Source: an optimization exercise on an open RTL-to-GDS flow (aim: small area). Production flows keep margins and buffers that such runs may drop. Function was checked by simulation only, so behaviour that the tests miss may differ from the original. The clock port is modelled as an ideal driver; clocking choices that lean on that would not hold on a real chip. Power figures rest on the tool's default switching activity, not on a simulated workload.

## main
==> module stopwatch, before the edit <==
module stopwatch(
    input clk,
    input reset,
    input btnd,
    input btnr,
    input [7:0] sw,
    output [7:0] seg,
    output [3:0] an
    );
wire tick, scan, sample, blink;
clock_divider ClockDivider(.clk(clk), .rst(reset), .tick(tick), .scan(scan),
    .sample(sample), .blink(blink));
wire clr;
wire clr_rise_unused;
debouncer RstDebouncer(.clk_sys(clk), .rst(reset), .en(sample), .button(btnd),
    .button_output(clr), .rise(clr_rise_unused));
wire pause_out_unused;
wire pause_rise;
debouncer PauseDebouncer(.clk_sys(clk), .rst(reset), .en(sample), .button(btnr),
    .button_output(pause_out_unused), .rise(pause_rise));
reg paused;
always @(posedge clk) begin
    if (reset)
        paused <= 1'b0;
    else if (pause_rise)
        paused <= ~paused;
end
reg adj;     
always @(posedge clk) begin
    if (scan)
        adj <= sw[0];
end
reg [3:0] s0;    
reg [2:0] s1;    
reg [3:0] m0;    
reg [2:0] m1;    
reg half;        
reg blink_m, blink_s;
reg P;
wire clear = reset | clr;
wire run = tick & ~paused;
always @(posedge clk) begin
    if (clear) begin
        half <= 1'b0;
        blink_m <= 1'b0;
        blink_s <= 1'b0;
    end else if (run) begin
        if (!adj)
            half <= ~half;
        blink_m <= adj & ~sw[1];
        blink_s <= adj & sw[1];
    end
end
always @(posedge clk) begin
    if (reset) begin
        P <= 1'b0;
    end else begin
        if (scan)
            P <= 1'b0;
        else if (run & ~clr)
            P <= 1'b1;
    end
end
wire s0_9 = s0[3] & s0[0];
wire s1_5 = s1[2] & s1[0];
wire m0_9 = m0[3] & m0[0];
wire m1_5 = m1[2] & m1[0];
wire inc_s = P & (adj ? blink_s : ~half);
wire inc_m = P & (adj ? blink_m : (~half & s0_9 & s1_5));
wire [3:0] t_s0 = {inc_s & s0[0] & (s0[3] | (s0[2] & s0[1])), inc_s & s0[0] & s0[1],
                   inc_s & s0[0] & ~s0[3], inc_s};
wire inc_s1 = inc_s & s0_9;
wire [2:0] t_s1 = {inc_s1 & s1[0] & (s1[1] | s1[2]), inc_s1 & s1[0] & ~s1[2], inc_s1};
wire [3:0] t_m0 = {inc_m & m0[0] & (m0[3] | (m0[2] & m0[1])), inc_m & m0[0] & m0[1],
                   inc_m & m0[0] & ~m0[3], inc_m};
wire inc_m1 = inc_m & m0_9;
wire [2:0] t_m1 = {inc_m1 & m1[0] & (m1[1] | m1[2]), inc_m1 & m1[0] & ~m1[2], inc_m1};
always @(posedge clk) begin
    if (reset || (scan && clr)) begin
        s0 <= 4'd0;
        s1 <= 3'd0;
        m0 <= 4'd0;
        m1 <= 3'd0;
    end else if (scan) begin
        s0 <= s0 ^ t_s0;
        s1 <= s1 ^ t_s1;
        m0 <= m0 ^ t_m0;
        m1 <= m1 ^ t_m1;
    end
end
reg [1:0] pos;
reg on;
always @(posedge clk) begin
    if (reset) begin
        pos <= 2'd3;
        on <= 1'b0;
    end else if (scan) begin
        pos <= {pos[1] ^ pos[0], ~pos[0]};
        on <= 1'b1;
    end
end
reg [3:0] dig;
always @(*) begin
    case (pos)
        2'd0: dig = s0;
        2'd1: dig = {1'b0, s1};
        2'd2: dig = m0;
        default: dig = {1'b0, m1};
    endcase
end
assign an[0] = ~(on & (pos == 2'd0)) | (blink_s & blink);
assign an[1] = ~(on & (pos == 2'd1)) | (blink_s & blink);
assign an[2] = ~(on & (pos == 2'd2)) | (blink_m & blink);
assign an[3] = ~(on & (pos == 2'd3)) | (blink_m & blink);
wire [3:0] d = dig;
wire [6:0] segs;
assign segs[0] = ~d[3] & ~d[1] & (d[2] ^ d[0]);
assign segs[1] = d[2] & (d[1] ^ d[0]);
assign segs[2] = ~d[2] & d[1] & ~d[0];
assign segs[3] = (d[2] & ~d[1] & ~d[0]) | (~d[2] & ~d[1] & d[0] & ~d[3]) | (d[2] & d[1] & d[0]);
assign segs[4] = d[0] | (d[2] & ~d[1]);
assign segs[5] = (~d[3] & ~d[2] & d[0]) | (~d[2] & d[1]) | (d[1] & d[0]);
assign segs[6] = (~d[3] & ~d[2] & ~d[1]) | (d[2] & d[1] & d[0]);
assign seg = {1'b1, segs};
endmodule
clock: 12.0 ns
lec_check: 0
cap_margin: 20
core_margin: 2
core_utilization: 40
gpl_timing_driven: 0
slew_margin: 20
standard.sh (not shown) runs the stock make flow with config.mk's settings and CLKGATE_MAP_FILE= SYNTH_SCRIPT=/design/flow/synth_recipe.tcl, a recipe that flattens the netlist after the stock synthesis.
==> flow/flow/run.sh <==
#!/bin/bash
# Own layout flow: the standard synthesis, then an area re-mapping of the
# combinational logic (flip-flops untouched: same instances, names and cells),
# then the standard layout with smaller port buffers and a hand-made
# three-buffer clock tree (manual_cts.tcl). Each tool writes its full output to a log_* file here.
set -euo pipefail
W=$(pwd)
F=$W/flow
PLAT=${FLOW_PLATFORM:-sky130hd}
R=$W/orfs/results/$PLAT/stopwatch/base
YOSYS=$FLOW_HOME/../tools/install/yosys/bin/yosys
[ -x "$YOSYS" ] || YOSYS=yosys
LIB=$FLOW_HOME/platforms/$PLAT/lib/sky130_fd_sc_hd__tt_025C_1v80.lib

bash standard.sh synth > $W/log_1_synth.txt 2>&1

cp $R/1_2_yosys.v $W/standard_synth.v
python3 $F/mkmodels.py $W/standard_synth.v $LIB > $W/cell_models.v

# map with ABC under several random seeds, four at a time, and keep the smallest
SEEDS="1 2 3 4 5 6 7 8"
for S in $SEEDS; do
  sed "s/@SEED@/$S/" $F/remap.abc > $W/remap_$S.abc
  REMAP_LIB=$LIB REMAP_MODELS=$W/cell_models.v REMAP_IN=$W/standard_synth.v \
  REMAP_OUT=$W/remapped_$S.v REMAP_STAT=$W/remap_stat_$S.txt REMAP_ABC=$W/remap_$S.abc \
  REMAP_DONT_USE="$(cat $F/dont_use.txt)" \
    $YOSYS -c $F/remap.tcl > $W/log_2_remap_$S.txt 2>&1 &
  if [ $((S % 4)) -eq 0 ]; then wait; fi
done
wait
best=""; bestarea=""
for S in $SEEDS; do
  a=$(grep "Chip area" $W/remap_stat_$S.txt | awk '{print $NF}') || continue
  [ -n "$a" ] || continue
  if [ -z "$best" ] || awk "BEGIN{exit !($a < $bestarea)}"; then best=$S; bestarea=$a; fi
done
echo "remap: chose $best with area $bestarea" > $W/log_2_remap_choice.txt
cp $W/remapped_$best.v $R/1_2_yosys.v
rm -f $R/1_synth.odb $R/1_synth.sdc

bash standard.sh \
  "BUFFER_PORTS_ARGS=-buffer_cell sky130_fd_sc_hd__buf_1" \
  "CTS_ARGS=$(cat $F/cts_args.txt)" \
  "PRE_CTS_TCL=$F/manual_cts.tcl" \
  finish > $W/log_3_layout.txt 2>&1
Other scripts of this flow, unchanged in this note and not shown: flow/flow/cts_args.txt, flow/flow/dont_use.txt, flow/flow/manual_cts.tcl, flow/flow/mkmodels.py, flow/flow/remap.abc, flow/flow/remap.tcl
> inputs changed (main -> the feature branch)
--- a/flow/design.v
+++ b/flow/design.v
@@ -127,12 +127,13 @@
 end
 wire s0_9 = s0[3] & s0[0];
 wire s1_5 = s1[2] & s1[0];
 wire m0_9 = m0[3] & m0[0];
 wire m1_5 = m1[2] & m1[0];
-wire inc_s = P & (adj ? blink_s : ~half);
-wire inc_m = P & (adj ? blink_m : (~half & s0_9 & s1_5));
+wire step = scan & P;
+wire inc_s = step & (adj ? blink_s : ~half);
+wire inc_m = step & (adj ? blink_m : (~half & s0_9 & s1_5));
 wire [3:0] t_s0 = {inc_s & s0[0] & (s0[3] | (s0[2] & s0[1])), inc_s & s0[0] & s0[1],
                    inc_s & s0[0] & ~s0[3], inc_s};
 wire inc_s1 = inc_s & s0_9;
 wire [2:0] t_s1 = {inc_s1 & s1[0] & (s1[1] | s1[2]), inc_s1 & s1[0] & ~s1[2], inc_s1};
 wire [3:0] t_m0 = {inc_m & m0[0] & (m0[3] | (m0[2] & m0[1])), inc_m & m0[0] & m0[1],
@@ -143,11 +144,11 @@
     if (reset || (scan && clr)) begin
         s0 <= 4'd0;
         s1 <= 3'd0;
         m0 <= 4'd0;
         m1 <= 3'd0;
-    end else if (scan) begin
+    end else begin
         s0 <= s0 ^ t_s0;
         s1 <= s1 ^ t_s1;
         m0 <= m0 ^ t_m0;
         m1 <= m1 ^ t_m1;
     end
Notes after the runs:
In the feature branch, wire length on met3 is lower than in main.
Layout cell share with drive strength beyond 1 sits higher in the feature branch than in main.
When the final numbers for the feature branch and main were put side by side, the synthesized instance count turned out to be smaller in the feature branch.
Taking main as the reference, in the feature branch number of buffer and inverter stages on the critical path saw an increase; arrival time at the worst endpoint saw a decrease.
Summary of the feature branch over main: transition time of the tightest slew-check pin climbed 0.064 ns, clock power now larger, clock network power share went up 0.7 points.

-- static timing again, ports no longer ideal --
Ports are ideal in the flow. The routed layouts listed here were re-timed in OpenROAD. Step 1: set_driving_cell puts a clkbuf_16 on clk and a buf_2 on each other input, an assumption about the parent block. Step 2 times the ports against the registers' clock, not the clock port: input delays grow and output delays shrink by t, the midpoint of the rising clock arrivals with the driver on. Slacks: ideal / step 1 / step 2; pairs: ideal / step 1.
run | shift t [ns] | slack for setup (ns) | worst register clock-pin slew, ns
main | 0.196 | 7.297 / 7.255 / 7.451 | 0.11 / 0.11
the feature branch | 0.201 | 7.451 / 7.409 / 7.610 | 0.11 / 0.11
After both steps setup and hold are still met in every run listed.
